This design comes from an exercise in tuning for small area, a short achievable clock period and few clock cycles on the open sky130 flow, not from production work. No functional check of the RTL was part of any run shown here.

## flow/design.v (module list and top-level ports; edited modules follow where they fit)
// module convolution: 2439 lines
// module conv_fa: 4 lines
// module conv_ha: 4 lines
// module L1: 42 lines
// module CONV: 149 lines
module  CONV(
	input		  clk,
	input		  reset,
	output		  busy,
	input		  ready,
	output [11:0] iaddr,
	input  [19:0] idata,
	output	 	  cwr,
	output [11:0] caddr_wr,
	output [19:0] cdata_wr,
	output	 	  crd,
	output [11:0] caddr_rd,
	input  [19:0] cdata_rd,
	output [ 2:0] csel
	);
  // ...
==> flow/flow/run.sh <==
#!/bin/bash
set -euo pipefail
bash standard.sh SETUP_SLACK_MARGIN=8 finish > make.log 2>&1
==> flow/standard.sh <==
#!/bin/bash
# synth_recipe.tcl (not shown) runs the flow's synth.tcl, then flattens the netlist and writes it again
# the make line also repeats each setting of config.mk as NAME=value (left out here)
make -C /OpenROAD-flow-scripts/flow DESIGN_CONFIG=/design/flow/config.mk WORK_HOME=/design/flow/orfs CLKGATE_MAP_FILE= SYNTH_SCRIPT=/design/flow/synth_recipe.tcl "${@:-finish}"
==> flow/config.mk <==
export PLATFORM = sky130hd
export DESIGN_NAME = CONV
export DESIGN_NICKNAME = CONV
export VERILOG_FILES = /design/flow/design.v
export SDC_FILE = /design/flow/constraint.sdc
export NUM_CORES = 4
export LEC_CHECK = 0
export CAP_MARGIN = 20
export CORE_MARGIN = 2
export CORE_UTILIZATION = 45
export SLEW_MARGIN = 20
export SYNTH_HIERARCHICAL = 1
export SYNTH_MINIMUM_KEEP_SIZE = 0
==> flow/constraint.sdc <==
create_clock -name core_clock -period 12.0 [get_ports {clk}]
set_input_delay 2.4000 -clock core_clock [delete_from_list [all_inputs] [get_ports {clk}]]
set_output_delay 2.4000 -clock core_clock [all_outputs]
set_load 0.01 [all_outputs]
==> qor.csv, run 1 <==
metric,value,unit
grt ovf,0,
top-count cell post-synth,fa_1,
post-synthesis sequential area ratio,38.6,%
Main synth FF type,dfxtp_1,
setup_tns,0,ns
status,finished clean,
Ant. Diodes,1,
Yosys top cell area share,43.7,%
GR Util met3,6.38,%
seq_cells,809,
max incr delay on CP,0.57,ns
"Setup Fix Bufs, Post-CTS",189,
pin count of the biggest net entering global routing,81,
top area cells in the synthesized netlist,"fa_1 (44%), dfxtp_1 (30%), dfrtp_1 (5.1%)",
Final WS setup,7.26,ns
Biggest register,px,
Clock buf/inv share,5.55,%
Via density,5.32,
r2r endpoint,cdat_r[19],
Placer Congestion,0.996,
Synth Cell Area,44200,sq um
inverter count,288,
die width,317,um
nets,4624,
==> inputs of run 2 (changes only) <==
==> flow/flow/run.sh (replaced) <==
#!/bin/bash
set -euo pipefail
bash standard.sh SETUP_SLACK_MARGIN=7 finish > make.log 2>&1
==> qor.csv, run 2 <==
metric,value,unit,change
final setup violation count,0,,
top area cells in the synthesized netlist,"fa_1 (44%), dfxtp_1 (30%), dfrtp_1 (5.1%)",,
drt first pass iters,5,,
layout cell share with drive strength beyond 1,10.2,%,
Mapped Nets,4195,,
number of flip-flops in the largest register,460,,
"commonest non-fill, non-tap cell in the layout",fa_1,,
"CP delay by family, top",adder cells,,
Die H,317,um,
Placer Congestion,0.991,,-0.41%
clock buffer depth,3,,
CTS Root Buffer Type,clkbuf_16,,
Crit path buffers/inverters,2,,
DRC,0,,
max incr delay on CP,0.70,ns,+0.13 ns
Crit Path Class,flip-flop to flip-flop,,
Async SR Flop Fraction,12.0,%,
first-pass GRT wire length,197,mm,
"Req. time, crit path",12.54,ns,
Biggest register,px,,
library cells used by synthesis,71,,
die width,317,um,unchanged
later-pin clock latency in the skew report,0.68,ns,
top-count cell post-synth,fa_1,,
final wirelength,138,mm,
Final WS setup,7.05,ns,-0.213 ns
most frequent cells in the layout,"fa_1 (965), dfxtp_1 (672), inv_1 (287)",,
max-cap violation count,0,,
mux cell area share after synthesis,0.801,%,
crit path max fanout,60,,
r2r endpoint,u_conv.s1_c14_0,,
Area Growth Syn to Fin,14.3,%,
Mapped Cells,3049,,
core footprint,97000,sq um,
Synth Area per Inst,14.5,sq um,
Setup Skew,0.0211,ns,
nets,4395,,-5.0%
worst relative slew slack,26.2,%,
std cell rows,114,,
Post-synth top cells,"fa_1 (965), dfxtp_1 (672), inv_1 (288)",,
YS warnings,11,,
total CTS buffers,87,,
Hold EP,px[14][2],,
initial antenna violation count,6,,
vias in the first global route,27700,,
die area,101000,sq um,
Main synth FF type,dfxtp_1,,
clock tree sinks,809,,
end-of-flow core utilization,52.1,%,
PortBufs,102,,
RSZ-0062 raised after global routing,yes,,
CP Depth,9,,
CTS tree,done,,
pin count of the biggest net entering global routing,80,,-1.2%
main combinational cell family by area after synthesis,adder cells,,
Crit. Startpoint,mr1[0],,
Final Hold Vio Count,0,,
post-DP HPWL,116,mm,
initial core utilization,45.6,%,
Synth Area in Compound Gates,3.08,%,
Synth Area in Simple Gates,5.85,%,
initial drt markers,2039,,
max-slew violations,0,,
R2R depth,9,,
hold path cells,0,,
worst hold slack,0.321,ns,
Slew @ Worst Pin,1.11,ns,
boundary pin count,105,,
post-synthesis sequential area ratio,38.6,%,unchanged
Synth Cell Area,44200,sq um,unchanged
Hold WC Path Type,flip-flop to flip-flop,,
Worst EP arrival,5.49,ns,
crit share post-route,41.3,%,
Worst-path clk slew,0.06,ns,
"EDFF count, synth",40,,
Crit path top cell by count,fa_1,,
total number of vias,24500,,
post-synthesis adder-cell area fraction,47.6,%,
crit path capture type,flip-flop,,
crit path max-delay cell type,fa_1,,
post-synthesis register bit count,809,,
post-synthesis xor/xnor area fraction,1.07,%,
minimum clock period,4.95,ns,
H-tree depth,3,,
setup_tns,0,ns,unchanged
Via density,5.34,,+0.26%
Yosys top cell area share,43.7,%,unchanged
Place WS,6.18,ns,
Critical Path Source Type,flip-flop,,
GRT Util Overall,28.1,%,
R2R Setup Slk,7.05,ns,
routed wire length per instance,30.0,um,
cells along the critical path,buf_8 -> nor2b_2 -> inv_1 -> fa_1 -> fa_1 -> fa_1 -> fa_1 -> fa_1 -> fa_1,,
hold path start,px[13][2],,
status,finished clean,,
Peak Freq,0.202,GHz,
worst r2r src,mr1[0],,
Synth area leader,fa_1,,
grt ovf,0,,unchanged
post-route ant nets,0,,
## run 2: cell counts after synthesis
Identical to the previous run, type by type.
## run 2: Yosys stat by module, one instance, submodules excluded
module,cells inside,times used,flops+latches
convolution,735,1,212
conv_ha,1,28,0
L1,308,1,55
conv_fa,1,965,0
CONV,1013,1,542
## run 2: metrics by stage
step / instance area (sq um) / std cells
finish: 50500 / 4598
global route: 50500 / 4597
CTS: 50200 / 4589
detailed placement: 47000 / 4420
global placement: 47000 / 4420
floorplan: 44200 / 3049
## run 2: cell families (layout without fill, tap and decap cells)
kind of cell | after synthesis | count (layout)
buffers and inverters | 339 | 610
AOI/OAI and AO/OA | 206 | 206
DFF | 809 | 809
and+or+nand+nor | 511 | 511
xor gates and xnor gates | 54 | 55
muxes | 25 | 25
adders and majority gates | 1103 | 1103
other | 2 | 3
## run 2: layout make-up
| type | instances | area [sq um] |
|---|---|---|
| Multi-Input combinational cell | 1902 | 26200 |
| Antenna cell | 1 | 2.50 |
| Timing Repair Buffer | 161 | 1520 |
| Inverter | 288 | 1080 |
| Fill cell | 8326 | 46500 |
| Tap cell | 1276 | 1600 |
| Sequential cell | 809 | 17100 |
| Clock buffer | 119 | 2580 |
| Clock inverter | 42 | 427 |
## run 2: metal layers
metal / GRT usage, % / routed length, um / part of all wire, %
met2: 45.2 / 66000 / 48
met1: 36.7 / 56200 / 41
met5: 0 / 13 / 0.0094
met3: 5.43 / 7620 / 5.5
met4: 13.7 / 8130 / 5.9
## run 2: worst max-delay path by stage
stage	endpoint	slack, ns
after floorplan	u_pool.m[0]	7.06
after global placement	u_pool.h[0]	6.20
after detailed placement	cdat_r[18]	6.18
after CTS	u_conv.s1_c18_0	6.89
after global routing	u_pool.h[0]	6.94
final	u_conv.s1_c14_0	7.05
## run 2: worst register-to-register path: stages (launching register included)
cell     delay, ns
dfrtp_2       0.40
buf_8         0.18
nor2b_2       0.60
inv_1         0.27
fa_1          0.70
fa_1          0.48
fa_1          0.51
fa_1          0.53
fa_1          0.67
fa_1          0.47
## run 2: repair_timing
item | CTS | global route
pin swaps | 8 | 20
hold buffers | 0 | 0
setup endpoints to repair | 77 | 83
cloned | 1 | 0
resized for setup | 31 | 63
buffers inserted | 7 | 8

==> port drivers added, routing unchanged <==
How much do the figures lean on ideal ports? The routed layouts below were timed once more, with nothing changed but the port constraints.
Step 1 sets driving cells, clkbuf_16 on the clock port and buf_2 on the other inputs (assumed; they add their load-dependent delay and slew).
Step 2 times the ports against the registers' clock, not the clock port: input delays grow and output delays shrink by t, the midpoint of the rising clock arrivals with the driver on.
a / b / c = ideal ports / drivers / drivers and shift; a / b = the first two.
run	t, ns	slack for setup (ns)	worst hold slack (ns)	worst register clock-pin slew, ns	pins driven straight from the clock port
run 1	0.734	7.260 / 7.260 / 6.930	0.309 / 0.309 / 0.309	0.07 / 0.07	1
run 2	0.732	7.047 / 7.047 / 6.401	0.321 / 0.321 / 0.321	0.07 / 0.07	1
After both steps setup and hold are still met in every run listed. The setup slack of run 2, which loses most, moves by 0.000 ns with the drivers and by -0.646 ns with both steps.
